What follows belongs to an exercise in optimizing a design on an open flow for small area, a short achievable clock period and few clock cycles per item; a production flow would make more cautious choices. Only simulation tests tie the RTL to the original design; equivalence was not proved. Power is estimated from default activity; no workload was simulated.

## flow/design.v (module list and top-level ports; edited modules follow where they fit)
// module median_filter: 1246 lines
module median_filter #(
  parameter WIDTH = 8,
  parameter P_WIN = 5
) (
  input  logic [WIDTH*P_WIN*P_WIN-1:0]  filter_win_in,
  input  logic                          filter_in_vld,
  output logic                          filter_in_rdy,
  output logic [WIDTH-1:0]              filter_data_out,
  output logic                          filter_out_vld,
  input  logic                          filter_out_rdy,
  input  logic [5:0]                    r_mf_threshold,
  input  logic clk,
  input  logic rst_n
);
  // ...
==> flow/flow/run.sh <==
#!/bin/bash
# The standard layout (the standard.sh: standard synthesis, ORFS place, CTS and route),
# with one change: the port buffers that global placement inserts on every input and output
# are sky130_fd_sc_hd__buf_1 instead of the cell buffer_ports picks by default. The resizer
# may still upsize them later. make's full output goes to flow.log here.
set -euo pipefail
export BUFFER_PORTS_ARGS="-buffer_cell sky130_fd_sc_hd__buf_1"
bash standard.sh BUFFER_PORTS_ARGS="$BUFFER_PORTS_ARGS" finish > flow.log 2>&1
==> flow/standard.sh <==
#!/bin/bash
# synth_recipe.tcl (not shown) runs the flow's synth.tcl, then flattens the netlist and writes it again
# the make line also repeats each setting of config.mk as NAME=value (left out here)
make -C /OpenROAD-flow-scripts/flow DESIGN_CONFIG=/design/flow/config.mk WORK_HOME=/design/flow/orfs CLKGATE_MAP_FILE= SYNTH_SCRIPT=/design/flow/synth_recipe.tcl "${@:-finish}"
==> flow/config.mk <==
export PLATFORM = sky130hd
export DESIGN_NAME = median_filter
export DESIGN_NICKNAME = median_filter
export VERILOG_FILES = /design/flow/design.v
export SDC_FILE = /design/flow/constraint.sdc
export NUM_CORES = 4
export LEC_CHECK = 0
export CAP_MARGIN = 20
export CORE_MARGIN = 2
export CORE_UTILIZATION = 60
export SETUP_SLACK_MARGIN = 3.0
export SLEW_MARGIN = 20
==> flow/constraint.sdc <==
create_clock -name core_clock -period 8.5 [get_ports {clk}]
set_input_delay 1.7000 -clock core_clock [delete_from_list [all_inputs] [get_ports {clk}]]
set_output_delay 1.7000 -clock core_clock [all_outputs]
set_load 0.01 [all_outputs]
==> flow_summary.json, run 1 <==
{
  "ctsHoldBuffers": 0,
  "synth.top_cell.area_share_pct": 34.4,
  "crit_buf_inv": 4,
  "synthSimpleGateAreaFrac_pct": 14.8,
  "path_cells": "buf_2 -> fa_1 -> inv_1 -> fa_1 -> fa_2 -> fa_2 -> fa_1 -> inv_1 -> ha_4 -> nand4b_1 -> and2_4 -> o21ai_4 -> buf_12 -> nor4b_1 -> a2111o_1",
  "tns_ns": 0,
  "slowest_delay_ns": 0.55,
  "power_leader": "combinational cells",
  "ys_top_cells_by_area": "dfxtp_1 (34%), fa_1 (24%), edfxtp_1 (4.3%)",
  "crit_arrival_ns": 5.93,
  "grtUsageMet2_pct": 49.8,
  "power_frac_comb_pct": 55.1,
  "gp_congestion": 0.952,
  "synth_fa_ha_area_share_pct": 26.5,
  "syn_inst": 2005,
  "slew_viol_final": 0,
  "final_core_utilization_pct": 70.0,
  "cp_num_cells": 15,
  "postCtsSetupBuffers": 5,
  "worstSetupEndpoint": "q1_23$_DFF_P_",
  "die_w_um": 196,
  "area_growth_pct": 15.3,
  "cts_made_buffers": 42,
  "die_area_um2": 38400,
  "grt_max_degree": 92,
  "irDropWorstVdd_v": 0.000299,
  "relSlewSlack_pct": 33.7,
  "status": "complete, no violations",
  "max_freq_mhz": 182
}
Testbench counts, summed over its fixed seeds: cycles 3,232, items 3,200.
==> run 2, diff against run 1 <==
==> flow/flow/run.sh (replaced) <==
#!/bin/bash
# The standard layout (the standard.sh: standard synthesis, ORFS place, CTS and route),
# with two changes: the port buffers that global placement inserts on every input and output
# are sky130_fd_sc_hd__buf_1 instead of the cell buffer_ports picks by default (the resizer
# may still upsize them), and clock tree synthesis uses larger sink clusters and no dummy
# loads. make's full output goes to flow.log here.
set -euo pipefail
bash standard.sh \
  BUFFER_PORTS_ARGS="-buffer_cell sky130_fd_sc_hd__buf_1" \
  CTS_ARGS="-sink_clustering_enable -repair_clock_nets -sink_clustering_size 24 -sink_clustering_max_diameter 100 -dont_use_dummy_load" \
  finish > flow.log 2>&1
--- a/flow/config.mk
+++ b/flow/config.mk
@@ -6,7 +6,8 @@
 export NUM_CORES = 4
 export LEC_CHECK = 0
+export ABC_AREA = 1
 export CAP_MARGIN = 20
 export CORE_MARGIN = 2
 export CORE_UTILIZATION = 60
-export SETUP_SLACK_MARGIN = 3.0
+export SETUP_SLACK_MARGIN = 3.5
 export SLEW_MARGIN = 20
==> flow_summary.json, run 2 <==
{
  "drt-total-wl_mm": 56.4,
  "clock-sinks": 422,
  "power.density_nw_per_um2": 407,
  "ys_top_cells_by_area": "dfxtp_1 (34%), fa_1 (24%), nand2_1 (8.6%)",
  "post_drt_wl_per_cell_um": 17.7,
  "synth_ff_type": "dfxtp_1",
  "layout_commonest_cell": "nand2_1",
  "gp_congestion": 0.978,
  "yosysMostFrequentCell": "nand2_1",
  "postPlaceCellArea_um2": 23500,
  "syn_inst": 2473,
  "synth-edff-count": 32,
  "finalCritPeriodShare_pct": 59.2,
  "postSynth.asyncResetShare_pct": 2.37,
  "fin_skew_ns": 0.0375,
  "irDropWorstVdd_v": 0.000435,
  "rsz0062_at_grt": "yes",
  "core_area_um2": 36400,
  "rows": 70,
  "fin_crit_ns": 5.03,
  "ys_types": 33,
  "relSlewSlack_pct": 53.4,
  "final_nets": 3245,
  "maxCapViolations": 0,
  "setup_viol": 0,
  "largest_register_ff_count": 32,
  "crit_arrival_ns": 5.52,
  "ys_ff_latch": 422,
  "final_core_utilization_pct": 70.0,
  "clock_tree.root_cell": "clkbuf_16",
  "syn_avg_cell_area_um2": 8.95,
  "die_w_um": 196,
  "seq_area_frac_synth_pct": 39.9,
  "hold_depth": 0,
  "viasPerCell": 5.15,
  "regToRegSetupSlack_ns": 3.63,
  "min_to": "e2_12[3]$_DFF_P_",
  "synth_fp_nets": 2992,
  "worst_pin_slew_ns": 0.694,
  "reg2reg_from": "q2_11$_DFF_P_",
  "drc": 0,
  "tritoncts": "built",
  "fp.dieH_um": 196,
  "path_class": "primary input to flip-flop",
  "area_growth_pct": 15.2,
  "grt_max_degree": 52,
  "start_util_pct": 60.7,
  "min_path_type": "flip-flop to flip-flop",
  "clk_pin_slew_ns": 0.10,
  "hold_viol": 0,
  "slew_viol_final": 0,
  "ios": 220,
  "synth.top_cell.area_share_pct": 34.4,
  "cp-end-kind": "flip-flop",
  "crit_required_ns": 8.99,
  "drtPass1Iterations": 6,
  "antenna_cells": 0,
  "ys_warn_count": 2,
  "max_freq_mhz": 199,
  "dp_hpwl_mm": 42.6,
  "dr_wl_met3_mm": 4.86,
  "grtUsageTotal_pct": 28.6,
  "drive_above_1_share_pct": 11.9,
  "r2r_cells": 19,
  "worst_setup_path_start_kind": "primary input",
  "globalRouteOverflowTotal": 0,
  "critPathMaxFanout": 8,
  "synth_common_cells": "nand2_1 (504), inv_1 (484), dfxtp_1 (380), nor2_1 (283), fa_1 (265)",
  "highest_layer": "met5",
  "fin_area_um2": 25500,
  "syn-cell-area_um2": 22100,
  "grt_first_pass_wirelength_mm": 83.3,
  "synth_area_leader_cell": "dfxtp_1",
  "cts_made_buffers": 21,
  "largest_register": "q",
  "io_buffers": 219,
  "clkLatencyLatePin_ns": 0.56,
  "final_cell_mix": "nand2_1 (481), inv_1 (455), dfxtp_1 (380)",
  "cts_max_path_buffers": 3,
  "worst_hold_slack_ns": 0.321,
  "tns_ns": 0,
  "r2r_end": "e3_11[0]$_DFF_P_",
  "wl_met1_mm": 25.8,
  "antenna_found_initial": 2,
  "vias": 16400,
  "ant_nets": 0,
  "wl_met2_mm": 24.1,
  "die_area_um2": 38400,
  "status": "complete, no violations",
  "min_from": "e1_12[3]$_DFF_P_",
  "first_global_vias": 15800,
  "drtIter0Drc": 1158,
  "htree_levels": 1,
  "p_leak_nw": 12.0
}
==> run 2: final cells by class <==
class / count / area [um^2]
fillers: 2902 / 10900
clock buffers: 21 / 526
multi-input cells: 1528 / 12200
flip-flops and latches: 422 / 8820
inverters: 489 / 1850
repair buffers: 264 / 1550
well taps: 468 / 586
==> run 2: logic make-up after synthesis <==
group	share of synthesized area [%]
buf+inv	9.60
flops	39.9
fa+ha+maj	26.5
compound gates	3.61
simple gates	18.7
xor+xnor	1.74
==> run 2: repair_timing <==
action                     CTS  global route
gates cloned                 6            12
hold buffers                 0             0
hold endpoints to repair     0             0
pin swaps                   11            81
resized for setup           39           247
setup endpoints to repair  108           109
setup buffers               14            21
==> run 2: metal layers <==
metal	global-route usage (%)	up-vias
met5	0	-
li1	-	7896
met1	42.1	7816
met3	7.00	94
met4	6.26	2
met2	43.1	617
==> run 2: per-stage QoR <==
stage,total power (W),setup slack (ns),cells
global route,0.0114,3.41,3192
floorplan,0.00716,3.36,2473
finish,0.0104,3.47,3192
CTS,0.00992,3.50,3159
detailed placement,0.00869,2.06,3118
global placement,0.00851,2.21,3118
==> run 2: worst max-delay path, cell delays in order <==
cell     delay [ns]
buf_8          0.10
or2_4          0.25
fa_1           0.42
inv_1          0.09
fa_1           0.45
fa_2           0.37
fa_2           0.37
inv_2          0.06
fa_1           0.44
ha_4           0.32
nand4_1        0.16
nand2_4        0.14
buf_12         0.20
nand2_8        0.13
nand3_2        0.09
nand2_1        0.05
nor2_1         0.14
==> run 2: worst max-delay path by stage <==
stage / start / endpoint / slack, ns
global placement: filter_win_in[191] / q1_20$_DFF_P_ / 2.21
detailed placement: filter_win_in[191] / q1_20$_DFF_P_ / 2.06
global route: filter_win_in[86] / q1_16$_DFF_P_ / 3.41
CTS: filter_win_in[103] / q1_6$_DFF_P_ / 3.50
finish: filter_win_in[86] / q1_8$_DFF_P_ / 3.47
floorplan: filter_win_in[87] / q1_10$_DFF_P_ / 3.36
==> run 2: report_power, final <==
part / switching (W) / internal (W) / total (W)
registers: 0.000257 / 0.00238 / 0.00264
clock network: 0.000592 / 0.000443 / 0.00103
logic: 0.00409 / 0.00261 / 0.00670
==> run 3, diff against run 2 <==
--- a/flow/config.mk
+++ b/flow/config.mk
@@ -10,4 +10,4 @@
 export CORE_MARGIN = 2
 export CORE_UTILIZATION = 60
-export SETUP_SLACK_MARGIN = 3.5
+export SETUP_SLACK_MARGIN = 3.0
 export SLEW_MARGIN = 20
==> flow_summary.json, run 3 <==
{
  "status": "complete, no violations",
  "max_freq_mhz": 188,
  "crit_required_ns": 8.92,
  "clkLatencyLatePin_ns": 0.57,
  "ys_ff_latch": 422,
  "drtIter0Drc": 1027,
  "worst_pin_slew_ns": 0.876,
  "worst_setup_path_start_kind": "primary input",
  "drc": 0,
  "grtUsageTotal_pct": 27.6,
  "io_buffers": 219,
  "first_global_vias": 15700,
  "syn_inst": 2473,
  "fin_area_um2": 24100,
  "hold_depth": 0,
  "path_class": "primary input to flip-flop",
  "post_drt_wl_per_cell_um": 16.5,
  "synth_area_leader_cell": "dfxtp_1",
  "start_util_pct": 60.7,
  "setup_viol": 0,
  "power.density_nw_per_um2": 405,
  "fin_cells": 3154,
  "slowest_delay_ns": 0.51,
  "rsz0062_at_grt": "no",
  "fp.dieH_um": 196,
  "synth_ff_type": "dfxtp_1",
  "die_w_um": 196,
  "maxCapViolations": 0,
  "final_cell_mix": "nand2_1 (502), inv_1 (484), dfxtp_1 (380)",
  "fin_skew_ns": 0.0507,
  "cts_made_buffers": 21,
  "synth_fp_nets": 2992,
  "htree_levels": 1,
  "reg2reg_from": "e2_0[2]$_DFF_P_",
  "cpMaxStageDelayCell": "fa_1",
  "postSynth.asyncResetShare_pct": 2.37,
  "core_area_um2": 36400,
  "final_nets": 3205,
  "synth-edff-count": 32,
  "largest_register_ff_count": 32,
  "slew_viol_final": 0,
  "seq_area_frac_synth_pct": 39.9,
  "critPathMaxFanout": 12,
  "synth_common_cells": "nand2_1 (504), inv_1 (484), dfxtp_1 (380), nor2_1 (283), fa_1 (265)",
  "min_path_type": "flip-flop to flip-flop",
  "ys_types": 33,
  "gp_congestion": 0.950,
  "hold_viol": 0,
  "antenna_found_initial": 2,
  "crit_arrival_ns": 5.74,
  "ys_top_cells_by_area": "dfxtp_1 (34%), fa_1 (24%), nand2_1 (8.6%)",
  "critPathLaunch": "filter_win_in[127]",
  "postPlaceCellArea_um2": 23300,
  "drive_above_1_share_pct": 3.02,
  "area_growth_pct": 8.92,
  "grt_max_degree": 52,
  "viasPerCell": 5.02,
  "relSlewSlack_pct": 41.6,
  "ios": 220,
  "ys_warn_count": 2,
  "r2r_cells": 19,
  "vias": 15800,
  "grt_first_pass_wirelength_mm": 81.2,
  "ant_nets": 0,
  "syn_avg_cell_area_um2": 8.95,
  "die_area_um2": 38400,
  "rows": 70,
  "crit_top_cell": "fa_1",
  "synth.top_cell.area_share_pct": 34.4,
  "clock_tree.root_cell": "clkbuf_16",
  "fin_crit_ns": 5.32,
  "finalCritPeriodShare_pct": 62.6,
  "globalRouteOverflowTotal": 0,
  "drt-total-wl_mm": 52.2,
  "tritoncts": "built",
  "clock-sinks": 422,
  "irDropWorstVdd_v": 0.000543,
  "cts_max_path_buffers": 3,
  "dp_hpwl_mm": 42.2,
  "p_leak_nw": 11.5,
  "path_cells": "buf_1 -> nand2_1 -> inv_1 -> fa_1 -> inv_1 -> fa_1 -> fa_1 -> fa_1 -> fa_1 -> inv_1 -> ha_1 -> inv_1 -> nor3_4 -> a21oi_4 -> buf_6 -> a21oi_1 -> nor2_2",
  "tns_ns": 0,
  "layout_commonest_cell": "nand2_1",
  "largest_register": "q",
  "cp-end-kind": "flip-flop",
  "min_from": "e1_3[2]$_DFF_P_",
  "clk_pin_slew_ns": 0.10,
  "syn-cell-area_um2": 22100,
  "drtPass1Iterations": 7,
  "yosysMostFrequentCell": "nand2_1",
  "dp_cells": 3120
}
-- run 3: cell counts after synthesis --
Identical to the previous run, type by type.
-- run 3: cells by family after synthesis --
group           count (synthesis)  synth area share [%]
compound gates                152                  3.61
fa+ha+maj                     309                  26.5
flops                         422                  39.9
buf+inv                       536                  9.60
xor+xnor                       44                  1.74
simple gates                 1010                  18.7
-- run 3: area by class of cell --
class / instances / area, um^2
clock buffer: 21 / 526
fill: 3058 / 12300
timing repair buffer: 234 / 1000
sequential: 422 / 8820
multi-input combinational: 1518 / 11300
antenna: 2 / 5.00
tap: 468 / 586
inverter: 489 / 1840
-- run 3: what timing repair did --
action                                  4_1_cts  5_1_grt
pin swaps                                     2        7
endpoints found under the setup margin       28       41
buffers inserted                              2        5
hold buffers                                  0        0
gates resized for setup                       7       21
gates cloned                                  2        2
-- run 3: per-stage QoR --
stage | util, % | hold slack [ns] | power, W | setup slack [ns]
2_1_floorplan | - | 0.310 | 0.00706 | 3.03
3_3_place_gp | 63.9 | 0.310 | 0.00838 | 2.14
3_5_place_dp | 63.9 | 0.312 | 0.00857 | 1.98
4_1_cts | 65.6 | 0.313 | 0.00964 | 3.00
5_1_grt | 66.1 | 0.314 | 0.0108 | 3.00
6_report | 66.1 | 0.298 | 0.00976 | 3.18
-- run 3: final timing paths --
kind	end	slack, ns
setup reg to reg	e3_12[0]$_DFF_P_	3.44
hold reg to reg	e2_3[2]$_DFF_P_	0.30
min in group asynchronous	v1$_DFF_PN0_	1.09
max in group asynchronous	qv[3]$_DFFE_PN0P_	7.04
setup / recovery	q1_18$_DFF_P_	3.18
hold / removal	e2_3[2]$_DFF_P_	0.30
-- run 3: report_power, final --
part / switching [W] / internal [W]
Clock: 0.000590 / 0.000442
Sequential: 0.000251 / 0.00238
Combinational: 0.00378 / 0.00233
Total: 0.00462 / 0.00515
-- run 3: layer usage --
metal,global-route usage [%],vias to the layer above,share of wire [%]
li1,-,7789,-
met1,40.3,7486,46
met2,41.9,487,43
met3,6.89,68,8.4
met4,6.23,0,2.3
met5,0,-,0
-- run 3: critical path, delay by kind of cell --
kind | cells | cell delay (ns)
AOI/OAI and AO/OA | 2 | 0.35
buffers and inverters | 6 | 0.62
adders and majority gates | 6 | 2.61
and+or+nand+nor | 3 | 0.44
==> run 4, diff against run 3 <==
--- a/flow/config.mk
+++ b/flow/config.mk
@@ -6,5 +6,5 @@
 export NUM_CORES = 4
 export LEC_CHECK = 0
-export ABC_AREA = 1
+export ABC_CLOCK_PERIOD_IN_PS = 5000
 export CAP_MARGIN = 20
 export CORE_MARGIN = 2
==> flow_summary.json, run 4 <==
{
  "critPathMaxFanout": 7,
  "grt_first_pass_wirelength_mm": 83.6,
  "clock-sinks": 422,
  "grt_max_degree": 93,
  "synth_xor_area_share_pct": 2.97,
  "p_total_w": 0.00959,
  "vias": 15300,
  "sequentialPowerShare_pct": 27.8,
  "ys_types": 71,
  "ctsHoldBuffers": 0,
  "path_class": "primary input to flip-flop",
  "grtUsageTotal_pct": 28.8,
  "setup_viol": 0,
  "tritoncts": "built",
  "synth_common_cells": "dfxtp_1 (380), fa_1 (265), inv_1 (225), nand2_1 (129), and2_1 (102)",
  "layout_commonest_cell": "dfxtp_1",
  "power.density_nw_per_um2": 387,
  "synth_ff_type": "dfxtp_1",
  "antenna_found_initial": 6,
  "clock_tree.root_cell": "clkbuf_16",
  "die_w_um": 196,
  "fin_crit_ns": 5.56,
  "drtIter0Drc": 970,
  "p_leak_nw": 9.80,
  "cts_made_buffers": 22,
  "start_util_pct": 60.7,
  "tns_ns": 0,
  "io_buffers": 219,
  "p_sw_share_pct": 44.5,
  "rsz0062_at_grt": "yes",
  "final_cell_mix": "dfxtp_1 (379), fa_1 (236), inv_1 (213)",
  "seq_area_frac_synth_pct": 39.9,
  "dp_cells": 2646,
  "rows": 70,
  "final_nets": 2761,
  "drt-total-wl_mm": 55.8,
  "worst_pin_slew_ns": 0.969,
  "post_drt_wl_per_cell_um": 20.6,
  "status": "complete, no violations",
  "drive_above_1_share_pct": 10.8,
  "clkPwrFrac_pct": 11.0,
  "grt_most_used_layer": "met2",
  "yosysMostFrequentCell": "dfxtp_1",
  "drc": 0,
  "largest_register": "q",
  "p_int_w": 0.00532,
  "cp-end-kind": "flip-flop",
  "max_freq_mhz": 180,
  "relSlewSlack_pct": 35.3,
  "worst_setup_path_start_kind": "primary input",
  "fp.dieH_um": 196,
  "globalRouteOverflowTotal": 0,
  "synth_area_leader_cell": "dfxtp_1",
  "clk_pin_slew_ns": 0.09,
  "synth_fa_ha_area_share_pct": 26.5,
  "synth_top_family_by_area": "adder cells",
  "drtPass1Iterations": 5,
  "viasPerCell": 5.65,
  "ant_nets": 0,
  "grtUsageMet2_pct": 49.3,
  "synth.top_cell.area_share_pct": 34.4,
  "met3_usage_pct": 4.11,
  "ys_top_cells_by_area": "dfxtp_1 (34%), fa_1 (24%), edfxtp_1 (4.3%)",
  "synthSimpleGateAreaFrac_pct": 14.8,
  "ios": 220,
  "core_area_um2": 36400,
  "syn-cell-area_um2": 22100,
  "postSynth.asyncResetShare_pct": 2.37,
  "ys_ff_latch": 422,
  "crit_required_ns": 8.89,
  "slew_viol_final": 0,
  "cts_max_path_buffers": 3,
  "synth_fp_nets": 2524,
  "finalCritPeriodShare_pct": 65.4,
  "use_met1_pct": 37.4,
  "min_path_type": "flip-flop to flip-flop",
  "die_area_um2": 38400,
  "htree_levels": 1,
  "clkLatencyLatePin_ns": 0.56,
  "first_global_vias": 15200,
  "p_sw_w": 0.00427,
  "synth_compound_area_share_pct": 9.59,
  "dp_hpwl_mm": 43.3,
  "crit_arrival_ns": 5.95,
  "hold_viol": 0,
  "syn_inst": 2005,
  "power_frac_comb_pct": 61.2,
  "irDropWorstVdd_v": 0.000326,
  "worst_hold_slack_ns": 0.306,
  "largest_register_ff_count": 32,
  "fin_skew_ns": 0.0577,
  "gp_congestion": 0.952,
  "fill_cells": 2832,
  "fin_cells": 2709,
  "maxCapViolations": 0,
  "ys_warn_count": 2,
  "synth-edff-count": 32,
  "area_growth_pct": 12.2,
  "synth_mux_area_share_pct": 1.14,
  "syn_avg_cell_area_um2": 11.0
}
## run 4: changes by cell type in the layout (fill, tap and decap cells not counted), moves of 37 or more
cell	change
xnor2_1	+42
inv_1	-271
and2_1	+88
nand2_1	-378
nand3_1	-86
nor2_1	-196
nor4b_1	+37
## run 4: kinds of logic after synthesis
logic type / after synthesis
compound gates: 306
simple gates: 588
flops: 422
fa+ha+maj: 309
mux: 23
buf+inv: 282
xor+xnor: 75
## run 4: path summary, 6_finish.rpt
kind / start / endpoint / slack (ns) / cells past startpoint
worst max-delay path: filter_win_in[47] / q1_1$_DFF_P_ / 2.94 / 17
worst min-delay path: e1_22[2]$_DFF_P_ / e2_22[2]$_DFF_P_ / 0.31 / 0
worst max register to register: q1_11$_DFF_P_ / q2_13$_DFF_P_ / 3.19 / 15
worst min register to register: e1_22[2]$_DFF_P_ / e2_22[2]$_DFF_P_ / 0.31 / 0
max in group asynchronous: rst_n / qv[2]$_DFFE_PN0P_ / 7.04 / 1
min in group asynchronous: rst_n / qv[1]$_DFFE_PN0P_ / 1.09 / 1
## run 4: area by class of cell
| class | instances | area, um^2 | share of cell area, % |
|---|---|---|---|
| inverter | 226 | 848 | 3.42 |
| antenna | 1 | 2.50 | 0.0101 |
| tap | 468 | 586 | 2.36 |
| multi-input combinational | 1311 | 12700 | 51.3 |
| clock buffer | 22 | 551 | 2.22 |
| timing repair buffer | 259 | 1280 | 5.17 |
| sequential | 422 | 8820 | 35.6 |
## run 4: through the flow
step	setup slack (ns)	utilization, %	instance area [um^2]
final	2.94	68.1	24800
after global placement	1.84	64.2	23400
after CTS	2.97	66.5	24200
after detailed placement	1.75	64.2	23400
after floorplan	2.88	-	22200
after global routing	2.89	68.1	24800
## run 4: power groups by stage
stage	combinational, W	clock (W)	sequential, W
floorplan	0.00400	0	0.00258
global placement	0.00532	0	0.00270
detailed placement	0.00534	0	0.00271
CTS	0.00555	0.00108	0.00266
global route	0.00641	0.00114	0.00270
finish	0.00587	0.00105	0.00267
## run 4: routing by layer
metal / vias to the layer above / wire length (um)
li1: 7190 / -
met1: 7481 / 22700
met2: 532 / 27200
met3: 113 / 3520
met4: 2 / 2390
met5: - / 15
## run 4: repair_timing
action                                  in CTS  in global routing
buffers inserted                            16                 13
pin swaps                                   16                 52
gates resized for setup                     21                140
endpoints found under the setup margin      28                 86
cloned                                       7                  4
## run 4: critical path, cell delays in order
cell and delay [ns]:
clkbuf_2 0.16, and2_4 0.18, fa_1 0.50, inv_1 0.06
fa_2 0.38, fa_2 0.40, fa_2 0.38, fa_1 0.52
inv_2 0.06, ha_4 0.22, nand4b_1 0.15, buf_4 0.17
nand2_8 0.07, o21ai_4 0.28, buf_12 0.19, nor4b_4 0.05
a2111o_1 0.47
==> run 5, diff against run 4 <==
--- a/flow/config.mk
+++ b/flow/config.mk
@@ -6,8 +6,8 @@
 export NUM_CORES = 4
 export LEC_CHECK = 0
-export ABC_CLOCK_PERIOD_IN_PS = 5000
+export ABC_AREA = 1
 export CAP_MARGIN = 20
 export CORE_MARGIN = 2
 export CORE_UTILIZATION = 60
-export SETUP_SLACK_MARGIN = 3.0
+export SETUP_SLACK_MARGIN = 3.25
 export SLEW_MARGIN = 20
==> flow_summary.json, run 5 <==
{
  "min_path_type": "flip-flop to flip-flop",
  "synth_ff_type": "dfxtp_1",
  "layout_commonest_cell": "nand2_1",
  "final_cell_mix": "nand2_1 (501), inv_1 (482), dfxtp_1 (380)",
  "synth_common_cells": "nand2_1 (504), inv_1 (484), dfxtp_1 (380), nor2_1 (283), fa_1 (265)",
  "largest_register_ff_count": 32,
  "reg2reg_from": "q1_19$_DFF_P_",
  "min_to": "e2_8[2]$_DFF_P_",
  "syn-cell-area_um2": 22100,
  "yosysMostFrequentCell": "nand2_1",
  "final_core_utilization_pct": 66.8,
  "gp_congestion": 0.960,
  "max_freq_mhz": 193,
  "synth_fp_nets": 2992,
  "clock-sinks": 422,
  "ys_top_cells_by_area": "dfxtp_1 (34%), fa_1 (24%), nand2_1 (8.6%)",
  "hold_depth": 0,
  "power.density_nw_per_um2": 405,
  "worst_hold_slack_ns": 0.303,
  "fin_skew_ns": 0.0492,
  "fin_crit_ns": 5.17,
  "seq_area_frac_synth_pct": 39.9,
  "status": "complete, no violations",
  "tns_ns": 0,
  "slew_viol_final": 0,
  "first_global_vias": 15400,
  "crit_required_ns": 8.95,
  "grt_first_pass_wirelength_mm": 81.2,
  "final_nets": 3216,
  "r2r_cells": 15,
  "postPlaceCellArea_um2": 23300,
  "irDropWorstVdd_v": 0.000592,
  "antenna_found_initial": 0,
  "ios": 220,
  "synthSimpleGateAreaFrac_pct": 18.7,
  "die_area_um2": 38400,
  "register_area_um2": 8820,
  "viasPerCell": 5.04,
  "critPathMaxFanout": 10,
  "antenna_cells": 0,
  "drc": 0,
  "drt-total-wl_mm": 52.5,
  "tritoncts": "built",
  "clk_pin_slew_ns": 0.09,
  "ys_types": 33,
  "htree_levels": 1,
  "relSlewSlack_pct": 25.4,
  "hold_viol": 0,
  "worst_pin_slew_ns": 1.11,
  "syn_inst": 2473,
  "setup_viol": 0,
  "vias": 16000,
  "core_area_um2": 36400,
  "synth_mux_area_share_pct": 0,
  "die_w_um": 196,
  "drtPass1Iterations": 6,
  "start_util_pct": 60.7,
  "dp_hpwl_mm": 41.8,
  "ys_warn_count": 2,
  "largest_register": "q",
  "multiInputGateArea_um2": 11400,
  "synth.top_cell.area_share_pct": 34.4,
  "fin_area_um2": 24300,
  "postSynth.asyncResetShare_pct": 2.37,
  "synth_compound_area_share_pct": 3.61,
  "synth_top_family_by_area": "adder cells",
  "cts_max_path_buffers": 3,
  "path_class": "primary input to flip-flop",
  "rsz0062_at_grt": "yes",
  "clkLatencyLatePin_ns": 0.56,
  "ctsHoldBuffers": 0,
  "syn_avg_cell_area_um2": 8.95,
  "min_from": "e1_8[2]$_DFF_P_",
  "r2r_end": "q2_24$_DFF_P_",
  "globalRouteOverflowTotal": 0,
  "grtUsageTotal_pct": 27.7,
  "cts_made_buffers": 21,
  "clock_tree.root_cell": "clkbuf_16",
  "worst_setup_path_start_kind": "primary input",
  "drtIter0Drc": 1294,
  "crit_arrival_ns": 5.62,
  "fp.dieH_um": 196,
  "area_growth_pct": 10.0,
  "ant_nets": 0,
  "io_buffers": 219,
  "ys_ff_latch": 422,
  "rows": 70,
  "synth_area_leader_cell": "dfxtp_1",
  "synth_fa_ha_area_share_pct": 26.5,
  "p_leak_nw": 11.6,
  "post_drt_wl_per_cell_um": 16.6,
  "grt_max_degree": 52,
  "regToRegSetupSlack_ns": 3.50,
  "finalCritPeriodShare_pct": 60.8,
  "maxCapViolations": 0,
  "drive_above_1_share_pct": 4.56,
  "fill_cells": 3062,
  "synth_xor_area_share_pct": 1.74,
  "cp-end-kind": "flip-flop",
  "synth-edff-count": 32
}
==> run 5: cell types whose count changed after synthesis, moves of 42 or more <==
cell,before,now
nor4b_1,44,0
nand3_1,92,178
nor2_1,100,283
inv_1,225,484
and2_1,102,0
nand2_1,129,504
xnor2_1,71,29
==> run 5: layer usage <==
| metal | GRT usage, % | up-vias | wire length [um] |
|---|---|---|---|
| li1 | - | 7809 | - |
| met1 | 41.6 | 7595 | 24800 |
| met2 | 41.8 | 490 | 22600 |
| met3 | 6.22 | 60 | 4230 |
| met4 | 4.97 | 0 | 919 |
| met5 | 0 | - | 0 |
==> run 5: logic make-up (layout without fill, tap and decap cells) <==
group,count (synthesis),count (layout)
buf+inv,536,752
flops,422,422
simple gates,1010,1015
compound gates,152,153
fa+ha+maj,309,309
xor+xnor,44,44
==> run 5: how the worst max path moves through the flow <==
stage | startpoint | endpoint | slack [ns] | depth (start not counted)
after floorplan | filter_win_in[7] | q1_10$_DFF_P_ | 3.27 | 15
after global placement | filter_win_in[7] | q1_23$_DFF_P_ | 2.41 | 16
after detailed placement | filter_win_in[7] | q1_22$_DFF_P_ | 2.25 | 16
after CTS | filter_win_in[167] | q1_11$_DFF_P_ | 3.27 | 19
after global routing | filter_win_in[191] | rc1[2]$_DFF_P_ | 3.19 | 17
final | filter_win_in[167] | q1_9$_DFF_P_ | 3.33 | 18
==> run 5: critical path, stage by stage <==
cell and delay, ns:
clkbuf_2 0.13, nand2_1 0.07, inv_1 0.05, fa_1 0.53
inv_1 0.09, fa_2 0.48, fa_1 0.45, fa_1 0.47
fa_1 0.38, inv_1 0.10, ha_4 0.21, inv_2 0.08
nor3_4 0.06, buf_4 0.14, a21oi_2 0.43, nand3_1 0.14
nand2_1 0.08, nor2_1 0.04
==> run 5: power by group <==
part           internal (W)  switching [W]
logic               0.00240        0.00381
clock network      0.000443       0.000580
registers           0.00238       0.000254
total               0.00522        0.00465
==> run 5: layout make-up <==
class	count	area share (%)
multi-input cells	1521	47.0
clock buffers	21	2.16
repair buffers	242	4.70
well taps	468	2.41
flip-flops and latches	422	36.2
inverters	489	7.55
==> run 5: what timing repair did <==
| action | in CTS | in global routing |
|---|---|---|
| pin swaps | 1 | 11 |
| resized for setup | 12 | 40 |
| buffers inserted | 3 | 9 |
| gates cloned | 3 | 7 |
| setup endpoints to repair | 27 | 103 |
| hold endpoints to repair | 0 | 0 |
==> run 5: metrics by stage <==
step / total power [W] / setup slack [ns] / instances
after floorplan: 0.00710 / 3.27 / 2473
after global placement: 0.00847 / 2.41 / 3120
after detailed placement: 0.00866 / 2.25 / 3120
after CTS: 0.00974 / 3.27 / 3147
after global routing: 0.0109 / 3.19 / 3163
final: 0.00987 / 3.33 / 3163

re-timing with driven ports:
No port has a modelled driver above. Below, the same layouts with a new extraction and two added sets of constraints.
Step 1 sets driving cells, clkbuf_16 on the clock port and buf_2 on the other inputs (assumed; they add their load-dependent delay and slew).
Step 2 adds t to the input delays and takes it off the output delays; t is the mean of the earliest and latest rising clock arrival at the registers after step 1. Input paths then give back, and output paths get back, about the clock's delay inside the block.
a / b / c = ideal ports / drivers / drivers and shift; a / b = the first two.
run | t, ns | setup WS [ns] | worst hold slack (ns) | pins driven straight from the clock port
run 1 | 0.623 | 3.000 / 3.032 / 2.409 | 0.321 / 0.321 / 0.321 | 1
run 2 | 0.597 | 3.470 / 3.474 / 2.877 | 0.321 / 0.321 / 0.321 | 1
run 3 | 0.593 | 3.179 / 3.213 / 2.620 | 0.298 / 0.298 / 0.298 | 1
run 4 | 0.593 | 2.939 / 2.957 / 2.365 | 0.306 / 0.306 / 0.306 | 1
run 5 | 0.591 | 3.329 / 3.362 / 2.771 | 0.303 / 0.303 / 0.303 | 1
After both steps setup and hold are still met in every run listed. The setup slack of run 2, which loses most, moves by +0.004 ns with the drivers and by -0.593 ns with both steps.
